This design comes from an exercise in tuning for small area, a short achievable clock period and few clock cycles on the open sky130 flow, not from production work. RTL that was checked went through simulation tests only; none was proved equivalent to the original. Only the layout flow was run in runs 2 and 3; the RTL was not checked for function there. Power figures rest on the tool's default switching activity, not on a simulated workload.

==> flow/design.v, too long to show whole: its modules and the start of the top module <==
// module JAM: 965 lines
module JAM (
input CLK,
input RST,
output reg [2:0] W,
output reg [2:0] J,
input [6:0] Cost,
output reg [3:0] MatchCount,
output reg [9:0] MinCost,
output reg Valid );
  // ...
==> flow/run.sh <==
#!/bin/bash
# synth_recipe.tcl (not shown) runs the flow's synth.tcl, then flattens the netlist and writes it again
# the make line also repeats each setting of config.mk as NAME=value (left out here)
make -C /OpenROAD-flow-scripts/flow DESIGN_CONFIG=/design/flow/config.mk WORK_HOME=/design/flow/orfs CLKGATE_MAP_FILE= SYNTH_SCRIPT=/design/flow/synth_recipe.tcl finish
==> flow/config.mk <==
export PLATFORM = sky130hd
export DESIGN_NAME = JAM
export DESIGN_NICKNAME = JAM
export VERILOG_FILES = /design/flow/design.v
export SDC_FILE = /design/flow/constraint.sdc
export NUM_CORES = 4
export LEC_CHECK = 0
export CAP_MARGIN = 20
export CORE_MARGIN = 2
export CORE_UTILIZATION = 60
export PLACE_DENSITY = 0.75
export SETUP_SLACK_MARGIN = 2.5
export SLEW_MARGIN = 20
export TNS_END_PERCENT = 100
==> flow/constraint.sdc <==
create_clock -name core_clock -period 5.0 [get_ports {CLK}]
set_input_delay 1.0000 -clock core_clock [delete_from_list [all_inputs] [get_ports {CLK}]]
set_output_delay 1.0000 -clock core_clock [all_outputs]
set_load 0.01 [all_outputs]
==> flow_metrics.tcl, run 1 <==
set metrics [dict create \
    r2r-end "BS_23_1[6]" \
    dpl_cell_area_sq_um 66900 \
    cts_resized 36 \
    syn_inst 6274 \
    power_switching_share 0.370 \
    die_y_um 333 \
    synth-adder-area-share 0.195 \
    endpoint "BS_23_1[6]" \
    multi_input_comb_cells 4023 \
    status "finished clean" \
    reg2reg_from "R4_7[1]" \
    io_pins 30 \
    synth-edff-count 14 \
    netlist.top_cell.by_area "dfxtp_1" \
    cap_violations 0 \
    power_leader "sequential cells" \
    seq_power_share 0.380 \
    multi_input_area_share 0.445 \
    seqCellArea_sq_um 30300 \
    buffers 51 \
    synthXorXnorAreaFrac 0.0374 \
    synth-compound-area-share 0.128 \
    reg2reg_depth 8 \
    coreArea_sq_um 107000 \
    hold_path_class "flip-flop to flip-flop" \
    cts.sinks 1496 \
    worstSetupStartpoint "R4_7[1]" \
    wirelength_um 166000 \
    buf_share 0.00600 \
    finalHoldViolCount 0 \
    min_period_over_period 0.493 \
    p_seq_mw 16.8 \
    path_cells "inv_1, fa_1, nor2b_1, o21ai_0, a21boi_0, o21a_1, nor2_1, xnor2_1" \
    post_cts_buffers 6 \
    synth_top_family_by_area "adder cells" \
    yosysTopAreaCellShare 0.445 \
    critical_path_arrival_ns 3.11 \
    dpl.cell_count 7637 \
    highest_layer "met5" \
    routedWlPerCell_um 20.9 \
    final_core_util 0.672 \
    grt_pass1_wl_um 254000 \
    synth_flop_cell "dfxtp_1" \
    p_clk_mw 11.2 \
]
Testbench counts, summed over its fixed seeds: cycles 5,392.
==> inputs of run 2 (changes only) <==
--- a/flow/design.v
+++ b/flow/design.v
@@ -44,16 +44,281 @@
   begin
     x = p ^ q;
     g = ~p & q;
     l = 1'b0;
     for (k = 0; k < 10; k = k + 1) l = g[k] | (~x[k] & l);
     cmp10 = {l, ~|x};
   end
 endfunction
+function [3:0] mul16;
+  input [3:0] a;
+  input [3:0] b;
+  begin
+    case ({a, b})
+      8'd0: mul16 = 4'd0;
+      8'd1: mul16 = 4'd0;
+      8'd2: mul16 = 4'd0;
+      8'd3: mul16 = 4'd0;
+      8'd4: mul16 = 4'd0;
+      8'd5: mul16 = 4'd0;
+      8'd6: mul16 = 4'd0;
+      8'd7: mul16 = 4'd0;
+      8'd8: mul16 = 4'd0;
+      8'd9: mul16 = 4'd0;
+      8'd10: mul16 = 4'd0;
+      8'd11: mul16 = 4'd0;
+      8'd12: mul16 = 4'd0;
+      8'd13: mul16 = 4'd0;
+      8'd14: mul16 = 4'd0;
+      8'd15: mul16 = 4'd0;
+      8'd16: mul16 = 4'd0;
+      8'd17: mul16 = 4'd1;
+      8'd18: mul16 = 4'd2;
+      8'd19: mul16 = 4'd3;
+      8'd20: mul16 = 4'd4;
+      8'd21: mul16 = 4'd5;
+      8'd22: mul16 = 4'd6;
+      8'd23: mul16 = 4'd7;
+      8'd24: mul16 = 4'd8;
+      8'd25: mul16 = 4'd9;
+      8'd26: mul16 = 4'd10;
+      8'd27: mul16 = 4'd11;
+      8'd28: mul16 = 4'd12;
+      8'd29: mul16 = 4'd13;
+      8'd30: mul16 = 4'd14;
+      8'd31: mul16 = 4'd15;
+      8'd32: mul16 = 4'd0;
+      8'd33: mul16 = 4'd2;
+      8'd34: mul16 = 4'd4;
+      8'd35: mul16 = 4'd6;
+      8'd36: mul16 = 4'd8;
+      8'd37: mul16 = 4'd10;
+      8'd38: mul16 = 4'd12;
+      8'd39: mul16 = 4'd14;
+      8'd40: mul16 = 4'd0;
+      8'd41: mul16 = 4'd2;
+      8'd42: mul16 = 4'd4;
+      8'd43: mul16 = 4'd6;
+      8'd44: mul16 = 4'd8;
+      8'd45: mul16 = 4'd10;
+      8'd46: mul16 = 4'd12;
+      8'd47: mul16 = 4'd14;
+      8'd48: mul16 = 4'd0;
+      8'd49: mul16 = 4'd3;
+      8'd50: mul16 = 4'd6;
+      8'd51: mul16 = 4'd9;
+      8'd52: mul16 = 4'd12;
+      8'd53: mul16 = 4'd15;
+      8'd54: mul16 = 4'd2;
+      8'd55: mul16 = 4'd5;
+      8'd56: mul16 = 4'd8;
+      8'd57: mul16 = 4'd11;
+      8'd58: mul16 = 4'd14;
+      8'd59: mul16 = 4'd1;
+      8'd60: mul16 = 4'd4;
+      8'd61: mul16 = 4'd7;
+      8'd62: mul16 = 4'd10;
+      8'd63: mul16 = 4'd13;
+      8'd64: mul16 = 4'd0;
+      8'd65: mul16 = 4'd4;
+      8'd66: mul16 = 4'd8;
+      8'd67: mul16 = 4'd12;
+      8'd68: mul16 = 4'd0;
+      8'd69: mul16 = 4'd4;
+      8'd70: mul16 = 4'd8;
+      8'd71: mul16 = 4'd12;
+      8'd72: mul16 = 4'd0;
+      8'd73: mul16 = 4'd4;
+      8'd74: mul16 = 4'd8;
+      8'd75: mul16 = 4'd12;
+      8'd76: mul16 = 4'd0;
+      8'd77: mul16 = 4'd4;
+      8'd78: mul16 = 4'd8;
+      8'd79: mul16 = 4'd12;
+      8'd80: mul16 = 4'd0;
+      8'd81: mul16 = 4'd5;
+      8'd82: mul16 = 4'd10;
+      8'd83: mul16 = 4'd15;
+      8'd84: mul16 = 4'd4;
+      8'd85: mul16 = 4'd9;
+      8'd86: mul16 = 4'd14;
+      8'd87: mul16 = 4'd3;
+      8'd88: mul16 = 4'd8;
+      8'd89: mul16 = 4'd13;
+      8'd90: mul16 = 4'd2;
+      8'd91: mul16 = 4'd7;
+      8'd92: mul16 = 4'd12;
+      8'd93: mul16 = 4'd1;
+      8'd94: mul16 = 4'd6;
+      8'd95: mul16 = 4'd11;
+      8'd96: mul16 = 4'd0;
+      8'd97: mul16 = 4'd6;
+      8'd98: mul16 = 4'd12;
+      8'd99: mul16 = 4'd2;
+      8'd100: mul16 = 4'd8;
+      8'd101: mul16 = 4'd14;
+      8'd102: mul16 = 4'd4;
+      8'd103: mul16 = 4'd10;
+      8'd104: mul16 = 4'd0;
+      8'd105: mul16 = 4'd6;
+      8'd106: mul16 = 4'd12;
+      8'd107: mul16 = 4'd2;
+      8'd108: mul16 = 4'd8;
+      8'd109: mul16 = 4'd14;
+      8'd110: mul16 = 4'd4;
+      8'd111: mul16 = 4'd10;
+      8'd112: mul16 = 4'd0;
+      8'd113: mul16 = 4'd7;
+      8'd114: mul16 = 4'd14;
+      8'd115: mul16 = 4'd5;
+      8'd116: mul16 = 4'd12;
+      8'd117: mul16 = 4'd3;
+      8'd118: mul16 = 4'd10;
+      8'd119: mul16 = 4'd1;
+      8'd120: mul16 = 4'd8;
+      8'd121: mul16 = 4'd15;
+      8'd122: mul16 = 4'd6;
+      8'd123: mul16 = 4'd13;
+      8'd124: mul16 = 4'd4;
+      8'd125: mul16 = 4'd11;
+      8'd126: mul16 = 4'd2;
+      8'd127: mul16 = 4'd9;
+      8'd128: mul16 = 4'd0;
+      8'd129: mul16 = 4'd8;
+      8'd130: mul16 = 4'd0;
+      8'd131: mul16 = 4'd8;
+      8'd132: mul16 = 4'd0;
+      8'd133: mul16 = 4'd8;
+      8'd134: mul16 = 4'd0;
+      8'd135: mul16 = 4'd8;
+      8'd136: mul16 = 4'd0;
+      8'd137: mul16 = 4'd8;
+      8'd138: mul16 = 4'd0;
+      8'd139: mul16 = 4'd8;
+      8'd140: mul16 = 4'd0;
+      8'd141: mul16 = 4'd8;
+      8'd142: mul16 = 4'd0;
+      8'd143: mul16 = 4'd8;
+      8'd144: mul16 = 4'd0;
+      8'd145: mul16 = 4'd9;
+      8'd146: mul16 = 4'd2;
+      8'd147: mul16 = 4'd11;
+      8'd148: mul16 = 4'd4;
+      8'd149: mul16 = 4'd13;
+      8'd150: mul16 = 4'd6;
+      8'd151: mul16 = 4'd15;
+      8'd152: mul16 = 4'd8;
+      8'd153: mul16 = 4'd1;
+      8'd154: mul16 = 4'd10;
+      8'd155: mul16 = 4'd3;
+      8'd156: mul16 = 4'd12;
+      8'd157: mul16 = 4'd5;
+      8'd158: mul16 = 4'd14;
+      8'd159: mul16 = 4'd7;
+      8'd160: mul16 = 4'd0;
+      8'd161: mul16 = 4'd10;
+      8'd162: mul16 = 4'd4;
+      8'd163: mul16 = 4'd14;
+      8'd164: mul16 = 4'd8;
+      8'd165: mul16 = 4'd2;
+      8'd166: mul16 = 4'd12;
+      8'd167: mul16 = 4'd6;
+      8'd168: mul16 = 4'd0;
+      8'd169: mul16 = 4'd10;
+      8'd170: mul16 = 4'd4;
+      8'd171: mul16 = 4'd14;
+      8'd172: mul16 = 4'd8;
+      8'd173: mul16 = 4'd2;
+      8'd174: mul16 = 4'd12;
+      8'd175: mul16 = 4'd6;
+      8'd176: mul16 = 4'd0;
+      8'd177: mul16 = 4'd11;
+      8'd178: mul16 = 4'd6;
+      8'd179: mul16 = 4'd1;
+      8'd180: mul16 = 4'd12;
+      8'd181: mul16 = 4'd7;
+      8'd182: mul16 = 4'd2;
+      8'd183: mul16 = 4'd13;
+      8'd184: mul16 = 4'd8;
+      8'd185: mul16 = 4'd3;
+      8'd186: mul16 = 4'd14;
+      8'd187: mul16 = 4'd9;
+      8'd188: mul16 = 4'd4;
+      8'd189: mul16 = 4'd15;
+      8'd190: mul16 = 4'd10;
+      8'd191: mul16 = 4'd5;
+      8'd192: mul16 = 4'd0;
+      8'd193: mul16 = 4'd12;
+      8'd194: mul16 = 4'd8;
+      8'd195: mul16 = 4'd4;
+      8'd196: mul16 = 4'd0;
+      8'd197: mul16 = 4'd12;
+      8'd198: mul16 = 4'd8;
+      8'd199: mul16 = 4'd4;
+      8'd200: mul16 = 4'd0;
+      8'd201: mul16 = 4'd12;
+      8'd202: mul16 = 4'd8;
+      8'd203: mul16 = 4'd4;
+      8'd204: mul16 = 4'd0;
+      8'd205: mul16 = 4'd12;
+      8'd206: mul16 = 4'd8;
+      8'd207: mul16 = 4'd4;
+      8'd208: mul16 = 4'd0;
+      8'd209: mul16 = 4'd13;
+      8'd210: mul16 = 4'd10;
+      8'd211: mul16 = 4'd7;
+      8'd212: mul16 = 4'd4;
+      8'd213: mul16 = 4'd1;
+      8'd214: mul16 = 4'd14;
+      8'd215: mul16 = 4'd11;
+      8'd216: mul16 = 4'd8;
+      8'd217: mul16 = 4'd5;
+      8'd218: mul16 = 4'd2;
+      8'd219: mul16 = 4'd15;
+      8'd220: mul16 = 4'd12;
+      8'd221: mul16 = 4'd9;
+      8'd222: mul16 = 4'd6;
+      8'd223: mul16 = 4'd3;
+      8'd224: mul16 = 4'd0;
+      8'd225: mul16 = 4'd14;
+      8'd226: mul16 = 4'd12;
+      8'd227: mul16 = 4'd10;
+      8'd228: mul16 = 4'd8;
+      8'd229: mul16 = 4'd6;
+      8'd230: mul16 = 4'd4;
+      8'd231: mul16 = 4'd2;
+      8'd232: mul16 = 4'd0;
+      8'd233: mul16 = 4'd14;
+      8'd234: mul16 = 4'd12;
+      8'd235: mul16 = 4'd10;
+      8'd236: mul16 = 4'd8;
+      8'd237: mul16 = 4'd6;
+      8'd238: mul16 = 4'd4;
+      8'd239: mul16 = 4'd2;
+      8'd240: mul16 = 4'd0;
+      8'd241: mul16 = 4'd15;
+      8'd242: mul16 = 4'd14;
+      8'd243: mul16 = 4'd13;
+      8'd244: mul16 = 4'd12;
+      8'd245: mul16 = 4'd11;
+      8'd246: mul16 = 4'd10;
+      8'd247: mul16 = 4'd9;
+      8'd248: mul16 = 4'd8;
+      8'd249: mul16 = 4'd7;
+      8'd250: mul16 = 4'd6;
+      8'd251: mul16 = 4'd5;
+      8'd252: mul16 = 4'd4;
+      8'd253: mul16 = 4'd3;
+      8'd254: mul16 = 4'd2;
+      8'd255: mul16 = 4'd1;
+      default: mul16 = 4'd0;
+    endcase
+  end
+endfunction
 reg [7:0] cnt;
 wire reading = (cnt[7:6] == 2'd0);
 always @(posedge CLK or posedge RST)
   if (RST) cnt <= 8'd0;
   else if (cnt != 8'd255) cnt <= cnt + 8'd1;
 wire [7:0] cntn = cnt + 8'd1;
 reg [2:0] wnext;
 always @(*) begin
@@ -64,92 +329,97 @@
     3'd3: wnext = 3'd5;
     3'd4: wnext = 3'd2;
     3'd5: wnext = 3'd6;
     3'd6: wnext = 3'd3;
     3'd7: wnext = 3'd7;
     default: wnext = 3'd0;
   endcase
 end
+reg [2:0] Wi;    
 always @(posedge CLK or posedge RST)
-  if (RST) begin W <= 3'd0; J <= 3'd0; end
-  else begin W <= wnext; J <= cntn[2:0]; end
+  if (RST) Wi <= 3'd0;
+  else Wi <= wnext;
+always @(posedge CLK) begin
+  W <= RST ? 3'd0 : wnext;
+  J <= RST ? 3'd0 : cntn[2:0];
+end
 reg [6:0] R0_0, R0_1, R0_2, R0_3, R0_4, R0_5, R0_6, R0_7;
 reg [6:0] R1_0, R1_1, R1_2, R1_3, R1_4, R1_5, R1_6, R1_7;
 reg [6:0] R2_0, R2_1, R2_2, R2_3, R2_4, R2_5, R2_6, R2_7;
 reg [6:0] R3_0, R3_1, R3_2, R3_3, R3_4, R3_5, R3_6, R3_7;
 reg [6:0] R4_0, R4_1, R4_2, R4_3, R4_4, R4_5, R4_6, R4_7;
 reg [6:0] R5_0, R5_1, R5_2, R5_3, R5_4, R5_5, R5_6, R5_7;
 reg [6:0] R6_0, R6_1, R6_2, R6_3, R6_4, R6_5, R6_6, R6_7;
 reg [6:0] R7_0, R7_1, R7_2, R7_3, R7_4, R7_5, R7_6, R7_7;
 always @(posedge CLK) begin
   R0_0 <= R0_1;
   R0_1 <= R0_2;
   R0_2 <= R0_3;
   R0_3 <= R0_4;
   R0_5 <= R0_6;
   R0_6 <= R0_7;
   R0_7 <= R0_0;
-  R0_4 <= (reading && W == 3'd0) ? Cost : R0_5;
+  R0_4 <= (reading && Wi == 3'd0) ? Cost : R0_5;
   R1_0 <= R1_1;
   R1_1 <= R1_2;
   R1_2 <= R1_3;
   R1_3 <= R1_4;
   R1_5 <= R1_6;
   R1_6 <= R1_7;
   R1_7 <= R1_0;
-  R1_4 <= (reading && W == 3'd1) ? Cost : R1_5;
+  R1_4 <= (reading && Wi == 3'd1) ? Cost : R1_5;
   R2_0 <= R2_1;
   R2_1 <= R2_2;
   R2_2 <= R2_3;
   R2_3 <= R2_4;
   R2_5 <= R2_6;
   R2_6 <= R2_7;
   R2_7 <= R2_0;
-  R2_4 <= (reading && W == 3'd2) ? Cost : R2_5;
+  R2_4 <= (reading && Wi == 3'd2) ? Cost : R2_5;
   R3_0 <= R3_1;
   R3_1 <= R3_2;
   R3_2 <= R3_3;
   R3_3 <= R3_4;
   R3_5 <= R3_6;
   R3_6 <= R3_7;
   R3_7 <= R3_0;
-  R3_4 <= (reading && W == 3'd3) ? Cost : R3_5;
+  R3_4 <= (reading && Wi == 3'd3) ? Cost : R3_5;
   R4_0 <= R4_1;
   R4_1 <= R4_2;
   R4_2 <= R4_3;
   R4_3 <= R4_4;
   R4_5 <= R4_6;
   R4_6 <= R4_7;
   R4_7 <= R4_0;
-  R4_4 <= (reading && W == 3'd4) ? Cost : R4_5;
+  R4_4 <= (reading && Wi == 3'd4) ? Cost : R4_5;
   R5_0 <= R5_1;
   R5_1 <= R5_2;
   R5_2 <= R5_3;
   R5_3 <= R5_4;
   R5_5 <= R5_6;
   R5_6 <= R5_7;
   R5_7 <= R5_0;
-  R5_4 <= (reading && W == 3'd5) ? Cost : R5_5;
+  R5_4 <= (reading && Wi == 3'd5) ? Cost : R5_5;
   R6_0 <= R6_1;
   R6_1 <= R6_2;
   R6_2 <= R6_3;
   R6_3 <= R6_4;
   R6_5 <= R6_6;
   R6_6 <= R6_7;
   R6_7 <= R6_0;
-  R6_4 <= (reading && W == 3'd6) ? Cost : R6_5;
+  R6_4 <= (reading && Wi == 3'd6) ? Cost : R6_5;
   R7_0 <= R7_1;
   R7_1 <= R7_2;
   R7_2 <= R7_3;
   R7_3 <= R7_4;
   R7_5 <= R7_6;
   R7_6 <= R7_7;
   R7_7 <= R7_0;
-  R7_4 <= (reading && W == 3'd7) ? Cost : R7_5;
+  R7_4 <= (reading && Wi == 3'd7) ? Cost : R7_5;
 end
 wire ev0 = (cnt >= 8'd57) && (cnt < 8'd127);
 wire last0 = (cnt == 8'd126);
 wire first0 = (cnt == 8'd57);
 reg [7:1] ev, lst, fst;
 always @(posedge CLK or posedge RST)
   if (RST) begin ev <= 7'd0; lst <= 7'd0; fst <= 7'd0; end
   else begin ev <= {ev[6:1], ev0}; lst <= {lst[6:1], last0}; fst <= {fst[6:1], first0}; end
@@ -554,48 +824,46 @@
 wire TF3_123_m0 = ~(~TF3_123_c01[1] & ~TF3_123_c01[0]) & ~(~TF3_123_c02[1] & ~TF3_123_c02[0]);
 wire TF3_123_m1 = ~TF3_123_c01[1] & ~(~TF3_123_c12[1] & ~TF3_123_c12[0]);
 wire TF3_123_m2 = ~TF3_123_c02[1] & ~TF3_123_c12[1];
 reg [8:0] TV3_123; reg [2:0] TM3_123;
 always @(posedge CLK) begin
   TV3_123 <= ({9{TF3_123_m0}} & TU3_123_1) | ({9{TF3_123_m1}} & TU3_123_2) | ({9{TF3_123_m2}} & TU3_123_3);
   TM3_123 <= {TF3_123_m2, TF3_123_m1, TF3_123_m0};
 end
-reg [9:0] TU4_0, TU4_1, TU4_2, TU4_3;
+reg [8:0] TU4_0, TU4_1, TU4_2, TU4_3;
 reg [2:0] TN3_0, TN3_1, TN3_2, TN3_3;
 always @(posedge CLK) begin
-  TU4_0 <= {1'b0, TV3_123} + {3'b0, X3_0};
+  TU4_0 <= TV3_123 + {2'b0, X3_0};    
   TN3_0 <= ({3{TM3_123[0]}} & {1'b0, TE3[5], ~TE3[5]}) + ({3{TM3_123[1]}} & {1'b0, TE3[4], ~TE3[4]}) + ({3{TM3_123[2]}} & {1'b0, TE3[3], ~TE3[3]});
-  TU4_1 <= {1'b0, TV3_023} + {3'b0, X3_1};
+  TU4_1 <= TV3_023 + {2'b0, X3_1};    
   TN3_1 <= ({3{TM3_023[0]}} & {1'b0, TE3[5], ~TE3[5]}) + ({3{TM3_023[1]}} & {1'b0, TE3[2], ~TE3[2]}) + ({3{TM3_023[2]}} & {1'b0, TE3[1], ~TE3[1]});
-  TU4_2 <= {1'b0, TV3_013} + {3'b0, X3_2};
+  TU4_2 <= TV3_013 + {2'b0, X3_2};    
   TN3_2 <= ({3{TM3_013[0]}} & {1'b0, TE3[4], ~TE3[4]}) + ({3{TM3_013[1]}} & {1'b0, TE3[2], ~TE3[2]}) + ({3{TM3_013[2]}} & {1'b0, TE3[0], ~TE3[0]});
-  TU4_3 <= {1'b0, TV3_012} + {3'b0, X3_3};
+  TU4_3 <= TV3_012 + {2'b0, X3_3};    
   TN3_3 <= ({3{TM3_012[0]}} & {1'b0, TE3[3], ~TE3[3]}) + ({3{TM3_012[1]}} & {1'b0, TE3[1], ~TE3[1]}) + ({3{TM3_012[2]}} & {1'b0, TE3[0], ~TE3[0]});
 end
-wire [1:0] TF4_c01 = cmp10(TU4_0, TU4_1);
-wire [1:0] TF4_c02 = cmp10(TU4_0, TU4_2);
-wire [1:0] TF4_c03 = cmp10(TU4_0, TU4_3);
-wire [1:0] TF4_c12 = cmp10(TU4_1, TU4_2);
-wire [1:0] TF4_c13 = cmp10(TU4_1, TU4_3);
-wire [1:0] TF4_c23 = cmp10(TU4_2, TU4_3);
+wire [1:0] TF4_c01 = cmp9(TU4_0, TU4_1);
+wire [1:0] TF4_c02 = cmp9(TU4_0, TU4_2);
+wire [1:0] TF4_c03 = cmp9(TU4_0, TU4_3);
+wire [1:0] TF4_c12 = cmp9(TU4_1, TU4_2);
+wire [1:0] TF4_c13 = cmp9(TU4_1, TU4_3);
+wire [1:0] TF4_c23 = cmp9(TU4_2, TU4_3);
 wire TF4_m0 = ~(~TF4_c01[1] & ~TF4_c01[0]) & ~(~TF4_c02[1] & ~TF4_c02[0]) & ~(~TF4_c03[1] & ~TF4_c03[0]);
 wire TF4_m1 = ~TF4_c01[1] & ~(~TF4_c12[1] & ~TF4_c12[0]) & ~(~TF4_c13[1] & ~TF4_c13[0]);
 wire TF4_m2 = ~TF4_c02[1] & ~TF4_c12[1] & ~(~TF4_c23[1] & ~TF4_c23[0]);
 wire TF4_m3 = ~TF4_c03[1] & ~TF4_c13[1] & ~TF4_c23[1];
-reg [9:0] TV4; reg [3:0] TM4; reg [2:0] TN4_0, TN4_1, TN4_2, TN4_3;
-always @(posedge CLK) begin
-  TV4 <= ({10{TF4_m0}} & TU4_0) | ({10{TF4_m1}} & TU4_1) | ({10{TF4_m2}} & TU4_2) | ({10{TF4_m3}} & TU4_3);
-  TM4 <= {TF4_m3, TF4_m2, TF4_m1, TF4_m0};
-  TN4_0 <= TN3_0;
-  TN4_1 <= TN3_1;
-  TN4_2 <= TN3_2;
-  TN4_3 <= TN3_3;
+wire [3:0] TN01 = {1'b0, TN3_0} + {1'b0, TN3_1};
+wire [3:0] TN23 = {1'b0, TN3_2} + {1'b0, TN3_3};
+reg [8:0] TV4; reg [3:0] TCA, TCB;    
+always @(posedge CLK) begin
+  TV4 <= ({9{TF4_m0}} & TU4_0) | ({9{TF4_m1}} & TU4_1) | ({9{TF4_m2}} & TU4_2) | ({9{TF4_m3}} & TU4_3);
+  TCA <= (TF4_m0 & TF4_m1) ? TN01 : TF4_m0 ? {1'b0, TN3_0} : TF4_m1 ? {1'b0, TN3_1} : 4'd0;
+  TCB <= (TF4_m2 & TF4_m3) ? TN23 : TF4_m2 ? {1'b0, TN3_2} : TF4_m3 ? {1'b0, TN3_3} : 4'd0;
 end
-wire [3:0] Tn = ({4{TM4[0]}} & {1'b0, TN4_0}) + ({4{TM4[1]}} & {1'b0, TN4_1}) + ({4{TM4[2]}} & {1'b0, TN4_2}) + ({4{TM4[3]}} & {1'b0, TN4_3});
 reg [6:0] X4_0; reg [6:0] X4_0_d;
 always @(*) begin
   case (patD0)
     4'd0: X4_0_d = R4_5;
     4'd1: X4_0_d = R4_3;
     4'd2: X4_0_d = R4_5;
     4'd3: X4_0_d = R4_5;
     4'd4: X4_0_d = R4_3;
@@ -907,59 +1175,58 @@
 wire BF3_123_m0 = ~(~BF3_123_c01[1] & ~BF3_123_c01[0]) & ~(~BF3_123_c02[1] & ~BF3_123_c02[0]);
 wire BF3_123_m1 = ~BF3_123_c01[1] & ~(~BF3_123_c12[1] & ~BF3_123_c12[0]);
 wire BF3_123_m2 = ~BF3_123_c02[1] & ~BF3_123_c12[1];
 reg [8:0] BV3_123; reg [2:0] BM3_123;
 always @(posedge CLK) begin
   BV3_123 <= ({9{BF3_123_m0}} & BU3_123_1) | ({9{BF3_123_m1}} & BU3_123_2) | ({9{BF3_123_m2}} & BU3_123_3);
   BM3_123 <= {BF3_123_m2, BF3_123_m1, BF3_123_m0};
 end
-reg [9:0] BU4_0, BU4_1, BU4_2, BU4_3;
+reg [8:0] BU4_0, BU4_1, BU4_2, BU4_3;
 reg [2:0] BN3_0, BN3_1, BN3_2, BN3_3;
 always @(posedge CLK) begin
-  BU4_0 <= {1'b0, BV3_123} + {3'b0, X7_0};
+  BU4_0 <= BV3_123 + {2'b0, X7_0};    
   BN3_0 <= ({3{BM3_123[0]}} & {1'b0, BE3[5], ~BE3[5]}) + ({3{BM3_123[1]}} & {1'b0, BE3[4], ~BE3[4]}) + ({3{BM3_123[2]}} & {1'b0, BE3[3], ~BE3[3]});
-  BU4_1 <= {1'b0, BV3_023} + {3'b0, X7_1};
+  BU4_1 <= BV3_023 + {2'b0, X7_1};    
   BN3_1 <= ({3{BM3_023[0]}} & {1'b0, BE3[5], ~BE3[5]}) + ({3{BM3_023[1]}} & {1'b0, BE3[2], ~BE3[2]}) + ({3{BM3_023[2]}} & {1'b0, BE3[1], ~BE3[1]});
-  BU4_2 <= {1'b0, BV3_013} + {3'b0, X7_2};
+  BU4_2 <= BV3_013 + {2'b0, X7_2};    
   BN3_2 <= ({3{BM3_013[0]}} & {1'b0, BE3[4], ~BE3[4]}) + ({3{BM3_013[1]}} & {1'b0, BE3[2], ~BE3[2]}) + ({3{BM3_013[2]}} & {1'b0, BE3[0], ~BE3[0]});
-  BU4_3 <= {1'b0, BV3_012} + {3'b0, X7_3};
+  BU4_3 <= BV3_012 + {2'b0, X7_3};    
   BN3_3 <= ({3{BM3_012[0]}} & {1'b0, BE3[3], ~BE3[3]}) + ({3{BM3_012[1]}} & {1'b0, BE3[1], ~BE3[1]}) + ({3{BM3_012[2]}} & {1'b0, BE3[0], ~BE3[0]});
 end
-wire [1:0] BF4_c01 = cmp10(BU4_0, BU4_1);
-wire [1:0] BF4_c02 = cmp10(BU4_0, BU4_2);
-wire [1:0] BF4_c03 = cmp10(BU4_0, BU4_3);
-wire [1:0] BF4_c12 = cmp10(BU4_1, BU4_2);
-wire [1:0] BF4_c13 = cmp10(BU4_1, BU4_3);
-wire [1:0] BF4_c23 = cmp10(BU4_2, BU4_3);
+wire [1:0] BF4_c01 = cmp9(BU4_0, BU4_1);
+wire [1:0] BF4_c02 = cmp9(BU4_0, BU4_2);
+wire [1:0] BF4_c03 = cmp9(BU4_0, BU4_3);
+wire [1:0] BF4_c12 = cmp9(BU4_1, BU4_2);
+wire [1:0] BF4_c13 = cmp9(BU4_1, BU4_3);
+wire [1:0] BF4_c23 = cmp9(BU4_2, BU4_3);
 wire BF4_m0 = ~(~BF4_c01[1] & ~BF4_c01[0]) & ~(~BF4_c02[1] & ~BF4_c02[0]) & ~(~BF4_c03[1] & ~BF4_c03[0]);
 wire BF4_m1 = ~BF4_c01[1] & ~(~BF4_c12[1] & ~BF4_c12[0]) & ~(~BF4_c13[1] & ~BF4_c13[0]);
 wire BF4_m2 = ~BF4_c02[1] & ~BF4_c12[1] & ~(~BF4_c23[1] & ~BF4_c23[0]);
 wire BF4_m3 = ~BF4_c03[1] & ~BF4_c13[1] & ~BF4_c23[1];
-reg [9:0] BV4; reg [3:0] BM4; reg [2:0] BN4_0, BN4_1, BN4_2, BN4_3;
-always @(posedge CLK) begin
-  BV4 <= ({10{BF4_m0}} & BU4_0) | ({10{BF4_m1}} & BU4_1) | ({10{BF4_m2}} & BU4_2) | ({10{BF4_m3}} & BU4_3);
-  BM4 <= {BF4_m3, BF4_m2, BF4_m1, BF4_m0};
-  BN4_0 <= BN3_0;
-  BN4_1 <= BN3_1;
-  BN4_2 <= BN3_2;
-  BN4_3 <= BN3_3;
-end
-wire [3:0] Bn = ({4{BM4[0]}} & {1'b0, BN4_0}) + ({4{BM4[1]}} & {1'b0, BN4_1}) + ({4{BM4[2]}} & {1'b0, BN4_2}) + ({4{BM4[3]}} & {1'b0, BN4_3});
-reg [9:0] tot; reg [3:0] Fn, Gn;
-always @(posedge CLK) begin
-  tot <= TV4 + BV4;
-  Fn <= Tn; Gn <= Bn;
-end
-wire [3:0] totn = Fn * Gn;
-wire [1:0] tc = cmp10(tot, MinCost);
-always @(posedge CLK) begin
-  if (fst[7] || (ev[7] && tc[1])) begin
-    MinCost <= tot;
-    MatchCount <= totn;
-  end else if (ev[7] && tc[0]) begin
-    MatchCount <= MatchCount + totn;
-  end
+wire [3:0] BN01 = {1'b0, BN3_0} + {1'b0, BN3_1};
+wire [3:0] BN23 = {1'b0, BN3_2} + {1'b0, BN3_3};
+reg [8:0] BV4; reg [3:0] BCA, BCB;    
+always @(posedge CLK) begin
+  BV4 <= ({9{BF4_m0}} & BU4_0) | ({9{BF4_m1}} & BU4_1) | ({9{BF4_m2}} & BU4_2) | ({9{BF4_m3}} & BU4_3);
+  BCA <= (BF4_m0 & BF4_m1) ? BN01 : BF4_m0 ? {1'b0, BN3_0} : BF4_m1 ? {1'b0, BN3_1} : 4'd0;
+  BCB <= (BF4_m2 & BF4_m3) ? BN23 : BF4_m2 ? {1'b0, BN3_2} : BF4_m3 ? {1'b0, BN3_3} : 4'd0;
+end
+wire [3:0] Fn = TCA + TCB;
+wire [3:0] Gn = BCA + BCB;
+reg [9:0] tot; reg [3:0] totn;
+always @(posedge CLK) begin
+  tot <= {1'b0, TV4} + {1'b0, BV4};
+  totn <= mul16(Fn, Gn);
+end
+reg [9:0] mc; reg [3:0] mn;
+wire [1:0] tc = cmp10(tot, mc);
+wire ld = fst[7] || (ev[7] && tc[1]);
+wire acc = ev[7] && tc[0];
+wire [9:0] mc_n = ld ? tot : mc;
+wire [3:0] mn_n = ld ? totn : acc ? mn + totn : mn;
+always @(posedge CLK) begin
+  mc <= mc_n; mn <= mn_n;
+  if (ld) MinCost <= tot;
+  if (ld) MatchCount <= totn; else if (acc) MatchCount <= MatchCount + totn;
+  Valid <= RST ? 1'b0 : (Valid | lst[7]);
 end
-always @(posedge CLK or posedge RST)
-  if (RST) Valid <= 1'b0;
-  else if (lst[7]) Valid <= 1'b1;
 endmodule
==> flow/config.mk (replaced) <==
export PLATFORM = sky130hd
export DESIGN_NAME = JAM
export DESIGN_NICKNAME = JAM
export VERILOG_FILES = /design/flow/design.v
export SDC_FILE = /design/flow/constraint.sdc
export NUM_CORES = 4
export LEC_CHECK = 0
export CAP_MARGIN = 20
export CORE_MARGIN = 2
export CORE_UTILIZATION = 40
export SETUP_SLACK_MARGIN = 2.7
export SLEW_MARGIN = 20
export TNS_END_PERCENT = 100
==> run 2 against run 1 <==
  * Flip-flop and latch count decreased by 27
  * Non-clock buffer count is 85 higher
  * Die area increased by 46%
  * Area after synthesis is 1.9% lower
  * Fmax down 1.9%
  * Sequential share of layout area decreased by 2.1 points
  * Cell count grew 7.7%
  * Worst setup slack got worse by 0.047 ns
  * Sequential power barely moved
  * Largest power group is now combinational logic
  * Highest routed layer is now met4
==> flow_metrics.tcl, run 2 <==
set metrics [dict create \
    grt_pass1_wl_um 257000 \
    routedWlPerCell_um 19.9 \
    cp-start-kind "flip-flop" \
    drt_iter0_markers 2898 \
    yosysSeqAreaShare 0.465 \
    worst-slew-pin-transition_ns 0.941 \
    syn_to_final_growth_pct 17.1 \
    crit_fanout 6 \
    finalPower_mw 48.4 \
    dpl.cell_count 8148 \
    endpoint "BCA[0]" \
    worstSetupStartpoint "BU4_1[6]" \
    hpwl_um 131000 \
    drive_above_1_share 0.140 \
    setup_viol 0 \
    cts_buffers 153 \
    ys_ff_latch 1469 \
    vias 43200 \
    synthDistinctLibCells 73 \
    power_switching_share 0.367 \
    synth_common_cells "dfxtp_1, ha_1, inv_1, nand2_1, a21oi_1" \
    end_kind "flip-flop" \
    via_per_inst 5.05 \
    wirelength_um 170000 \
    antenna_found_initial 8 \
    yosysTopAreaCellShare 0.446 \
    async_reset_ff_frac 0.0218 \
    drcViolationCount 0 \
    finalHoldViolCount 0 \
    slew_violations 0 \
    syn_inst 6117 \
    initial_core_util 0.403 \
    syn-cell-area_sq_um 63800 \
    clock_skew_ns 0.0320 \
    final_core_util 0.472 \
    ys_warn_count 1 \
    coreArea_sq_um 158000 \
    min_period_over_period 0.502 \
    synth_most_common_cell "dfxtp_1" \
    critical_path_arrival_ns 3.18 \
    nets 7317 \
    worst_ep_required_time_ns 5.67 \
    clock.fmax_mhz 398 \
    intPower_mw 30.6 \
    ir_worst_vdd_mv 0.380 \
    switching_power_mw 17.7 \
    tritoncts "built" \
    tns_ns 0 \
    largestRegisters "MinCost x10, tot x10" \
    final.min_clock_period_ns 2.51 \
    cts_buffer_depth 3 \
    hold_buffers 0 \
    ctsHtreeMaxLevel 4 \
    grt_use_total 0.206 \
    grt_max_degree 32 \
    cts.sinks 1469 \
    reg2reg_from "BU4_1[6]" \
    ant_nets 0 \
    p_comb_frac 0.405 \
    reg2reg_depth 11 \
    p_per_area_nw_per_um2 647 \
    die_y_um 403 \
    grt_overflow 0 \
    leakage_nw 34.6 \
    place.gp.congestion 0.916 \
    synth_flop_cell "dfxtp_1" \
    r2r-end "BCA[0]" \
    first_pass_iters 6 \
    rsz0062_at_grt "true" \
    rows 146 \
    synth_nets 7090 \
    clk_pin_slew_ns 0.06 \
    seq_power_share 0.344 \
    io_pins 30 \
    portBuffers 29 \
    reg2reg_slack_ns 2.49 \
    die_x_um 403 \
    root_buffer "clkbuf_16" \
    critPathKind "flip-flop to flip-flop" \
    hold_ws_ns 0.311 \
    grt_pass1_vias 42900 \
    synth_area_leaders "dfxtp_1, ha_1, inv_1" \
    synth-edff-count 14 \
    netlist.top_cell.by_area "dfxtp_1" \
    final_common_cell "dfxtp_1" \
    cap_violations 0 \
    clockPowerShare 0.250 \
    dieArea_sq_um 163000 \
    hold_path_class "flip-flop to flip-flop" \
    clk_latency_ns 0.78 \
    diodes 0 \
    final_cell_mix "dfxtp_1, ha_1, inv_1" \
    status "finished clean" \
    relSlewSlack 0.371 \
    final_cells 8541 \
    avgSynthCellArea_sq_um 10.4 \
]
-- run 2: cells by family (layout without fill, tap and decap cells) --
family,after synthesis,after routing,synth area share
simple gates,1096,1101,0.0781
xor+xnor,329,329,0.0453
fa+ha+maj,964,964,0.198
buf+inv,826,1160,0.0497
flops,1469,1469,0.465
compound gates,1242,1255,0.130
mux,191,191,0.0334
-- run 2: how the worst min path moves through the flow --
| stage | from | to | slack, ns | cells past startpoint |
|---|---|---|---|---|
| final | R2_7[6] | R2_6[6] | 0.31 | 0 |
| after global routing | R5_1[4] | R5_0[4] | 0.32 | 0 |
| after CTS | R5_1[4] | R5_0[4] | 0.32 | 0 |
| after detailed placement | R0_1[1] | R0_0[1] | 0.31 | 0 |
| after global placement | R0_1[1] | R0_0[1] | 0.31 | 0 |
| after floorplan | BP_01_e | BE2[0] | 0.31 | 0 |
-- run 2: what timing repair did --
item | 4_1_cts | 5_1_grt
gates cloned | 13 | 5
resized for setup | 291 | 279
setup endpoints to repair | 210 | 227
hold endpoints to repair | 0 | 0
pin swaps | 42 | 109
setup buffers | 53 | 42
-- run 2: metrics by stage --
| stage | setup slack [ns] | area, sq um |
|---|---|---|
| after floorplan | 2.70 | 63900 |
| after global placement | 2.09 | 66500 |
| after detailed placement | 2.06 | 66500 |
| after CTS | 2.57 | 73200 |
| after global routing | 2.40 | 74700 |
| final | 2.49 | 74700 |
-- run 2: power groups by stage --
stage,Combinational [mW],Sequential [mW],Clock [mW]
global placement,15.3,16.8,0
detailed placement,15.5,16.8,0
CTS,17.3,16.6,12.3
finish,19.6,16.7,12.1
global route,21.7,16.9,12.8
floorplan,11.8,15.5,0
-- run 2: area by class of cell --
| class | count | area [sq um] |
|---|---|---|
| flip-flops and latches | 1469 | 29800 |
| multi-input cells | 3840 | 33000 |
| well taps | 2072 | 2590 |
| inverters | 744 | 2810 |
| clock inverters | 68 | 972 |
| repair buffers | 136 | 1070 |
| clock buffers | 212 | 4480 |
| fillers | 14400 | 83600 |
-- run 2: critical path: stages (launching register included) --
cell and delay [ns]:
dfxtp_4 0.35, buf_4 0.15, ha_4 0.24, a2111oi_4 0.36
o21ai_1 0.13, a221oi_2 0.29, buf_4 0.16, buf_6 0.09
and3_4 0.22, buf_4 0.15, nor2b_1 0.05, a22o_1 0.22
-- run 2: layer usage --
layer,track usage,up-vias,wire length (um)
li1,-,21400,-
met1,0.284,20400,81000
met2,0.331,983,76500
met3,0.0282,300,7160
met4,0.0682,0,5450
met5,0,-,0
==> inputs of run 3 (changes only) <==
--- a/flow/config.mk
+++ b/flow/config.mk
@@ -8,6 +8,6 @@
 export CAP_MARGIN = 20
 export CORE_MARGIN = 2
 export CORE_UTILIZATION = 40
-export SETUP_SLACK_MARGIN = 2.7
+export SETUP_SLACK_MARGIN = 2.5
 export SLEW_MARGIN = 20
 export TNS_END_PERCENT = 100
==> run 3 against run 2 <==
  * Still clean
  * Synthesized cell count unchanged
  * Critical path depth down 2
  * Sequential power about the same
  * Die area unchanged
  * Highest routed layer unchanged
==> flow_metrics.tcl, run 3 <==
set metrics [dict create \
    syn_inst 6117 \
    portBuffers 29 \
    final_cell_mix "dfxtp_1, ha_1, inv_1" \
    worst-slew-pin-transition_ns 0.980 \
    rows 146 \
    p_per_area_nw_per_um2 624 \
    ys_warn_count 1 \
    hold_buffers 0 \
    synth-edff-count 14 \
    min_period_over_period 0.491 \
    place.gp.congestion 0.932 \
    clk_latency_ns 0.78 \
    yosysSeqAreaShare 0.465 \
    ctsHtreeMaxLevel 4 \
    holdPathStages 0 \
    ys_ff_latch 1469 \
    clk_pin_slew_ns 0.06 \
    seqCellArea_sq_um 29700 \
    largestRegisters "MinCost x10, tot x10" \
    avgSynthCellArea_sq_um 10.4 \
    synth_most_common_cell "dfxtp_1" \
    tns_ns 0 \
    cts_buffers 154 \
    cts.sinks 1469 \
    cts_buffer_depth 3 \
    netlist.top_cell.by_area "dfxtp_1" \
    final_common_cell "dfxtp_1" \
    relSlewSlack 0.344 \
    ant_nets 0 \
    root_buffer "clkbuf_16" \
    die_x_um 403 \
    nets 7251 \
    dpl.cell_count 8154 \
    synth_flop_cell "dfxtp_1" \
    synthDistinctLibCells 73 \
    hpwl_um 132000 \
    drcViolationCount 0 \
    critical_path_arrival_ns 3.12 \
    grt_max_degree 33 \
    grt_overflow 0 \
    antenna_found_initial 7 \
    drt_iter0_markers 2498 \
    clock_skew_ns 0.0306 \
    wirelength_um 168000 \
    grt_pass1_wl_um 254000 \
    dieArea_sq_um 163000 \
    io_pins 30 \
    die_y_um 403 \
    rsz0062_at_grt "true" \
    critPathKind "flip-flop to flip-flop" \
    slew_violations 0 \
    status "finished clean" \
    vias 42600 \
    clock.fmax_mhz 407 \
    synth_area_leaders "dfxtp_1, ha_1, inv_1" \
    grt_use_total 0.204 \
    setup_viol 0 \
    ir_worst_vdd_mv 0.357 \
    crit_fanout 7 \
    final_cells 8478 \
    final.min_clock_period_ns 2.46 \
    grt_pass1_vias 42600 \
    end_kind "flip-flop" \
    via_per_inst 5.03 \
    initial_core_util 0.403 \
    worst_ep_required_time_ns 5.67 \
    routedWlPerCell_um 19.8 \
    yosysTopAreaCellShare 0.446 \
    syn_to_final_growth_pct 14.0 \
    synth_nets 7090 \
    fill_cells 14600 \
    coreArea_sq_um 158000 \
    leakage_nw 34.0 \
    multi_input_area_sq_um 31700 \
    synth_common_cells "dfxtp_1, ha_1, inv_1, nand2_1, a21oi_1" \
    cp-start-kind "flip-flop" \
    hold_path_class "flip-flop to flip-flop" \
    syn-cell-area_sq_um 63800 \
    drive_above_1_share 0.101 \
    first_pass_iters 6 \
    tritoncts "built" \
    reg2reg_depth 9 \
    cap_violations 0 \
    async_reset_ff_frac 0.0218 \
    finalHoldViolCount 0 \
]
run 3: cell counts after synthesis:
No cell type changed its count.
run 3: through the flow:
stage	setup slack (ns)	instance area (sq um)	power (mW)	hold slack (ns)	util
finish	2.54	72800	45.4	0.307	0.459
global placement	2.01	66500	32.1	0.310	0.420
global route	2.36	72800	48.4	0.303	0.459
detailed placement	2.07	66500	32.3	0.312	0.420
CTS	2.41	72100	44.5	0.302	0.455
floorplan	2.54	63800	27.2	0.310	-
run 3: worst max-delay path, cell delays in order, from the launching register on:
cell and delay (ns):
dfxtp_4 0.35, buf_4 0.14, ha_4 0.29, o21ai_0 0.12, a211oi_2 0.25, a221oi_2 0.10, o31a_1 0.15, a221oi_4 0.43
mux2_4 0.34, a22o_1 0.17
run 3: cell families (layout without fill, tap and decap cells):
kind of cell | after synthesis | after routing | share of synthesized area
muxes | 191 | 191 | 0.0334
other | 0 | 1 | 0
DFF | 1469 | 1469 | 0.465
xor gates and xnor gates | 329 | 329 | 0.0453
adders and majority gates | 964 | 964 | 0.198
AOI/OAI and AO/OA | 1242 | 1249 | 0.130
buffers and inverters | 826 | 1104 | 0.0497
and+or+nand+nor | 1096 | 1099 | 0.0781
run 3: worst paths after layout:
check                              start        to  slack [ns]
worst max-delay path            BU4_1[6]    BCA[0]        2.54
worst min-delay path            patD3[3]  patD4[3]        0.31
worst max register to register  BU4_1[6]    BCA[0]        2.54
worst min register to register  patD3[3]  patD4[3]        0.31
max in group asynchronous            RST     ev[2]        3.78
min in group asynchronous            RST    lst[3]        0.85
run 3: layout make-up:
class	instances	area share
multi-input combinational	3832	0.436
tap	2072	0.0356
inverter	744	0.0384
clock buffer	206	0.0605
timing repair buffer	77	0.00841
clock inverter	77	0.0119
sequential	1469	0.409
antenna	1	0.0000344
run 3: per-layer routing:
metal	up-vias	GRT usage	wire [um]
li1	21300	-	-
met1	20100	0.279	80300
met2	923	0.329	75800
met3	278	0.0295	6850
met4	0	0.0685	5180
met5	-	0	0
run 3: timing repair:
item,in CTS,in global routing
endpoints found under the setup margin,105,137
gates resized for setup,106,136
pin swaps,10,42
setup buffers,12,18
cloned,3,7
run 3: where the power goes:
group	leakage, nW	switching [mW]	total (mW)	internal, mW
combinational	19.0	9.65	17.2	7.52
sequential	12.4	2.29	16.6	14.3
clock	2.57	4.88	11.7	6.79
total	34.0	16.8	45.4	28.6

## what the ideal ports hide
The results above use ideal ports. As a check the final layouts listed here were re-extracted and re-timed, cells and wires unchanged.
Step 1 assumes that a clkbuf_16 drives the clock port and a buf_2 every other input.
Step 2, shift: input delay + t, output delay - t, t = (earliest + latest rising clock arrival at the registers) / 2. This alone moves slack from input paths to output paths.
Three values: ideal ports, drivers, drivers and shift; two values: the first two.
run | t (ns) | setup slack, ns | clock arrival spread, ns | worst slew at a driven data input, ns
run 1 | 0.820 | 2.537 / 2.475 / 2.318 | 0.025 / 0.025 | 0.03
run 2 | 0.843 | 2.490 / 2.490 / 2.393 | 0.040 / 0.041 | 0.03
run 3 | 0.841 | 2.544 / 2.507 / 2.357 | 0.032 / 0.032 | 0.03
After both steps setup and hold are still met in every run listed. For run 1, which loses most, drivers alone change the setup slack by -0.062 ns; drivers and shift together by -0.219 ns.
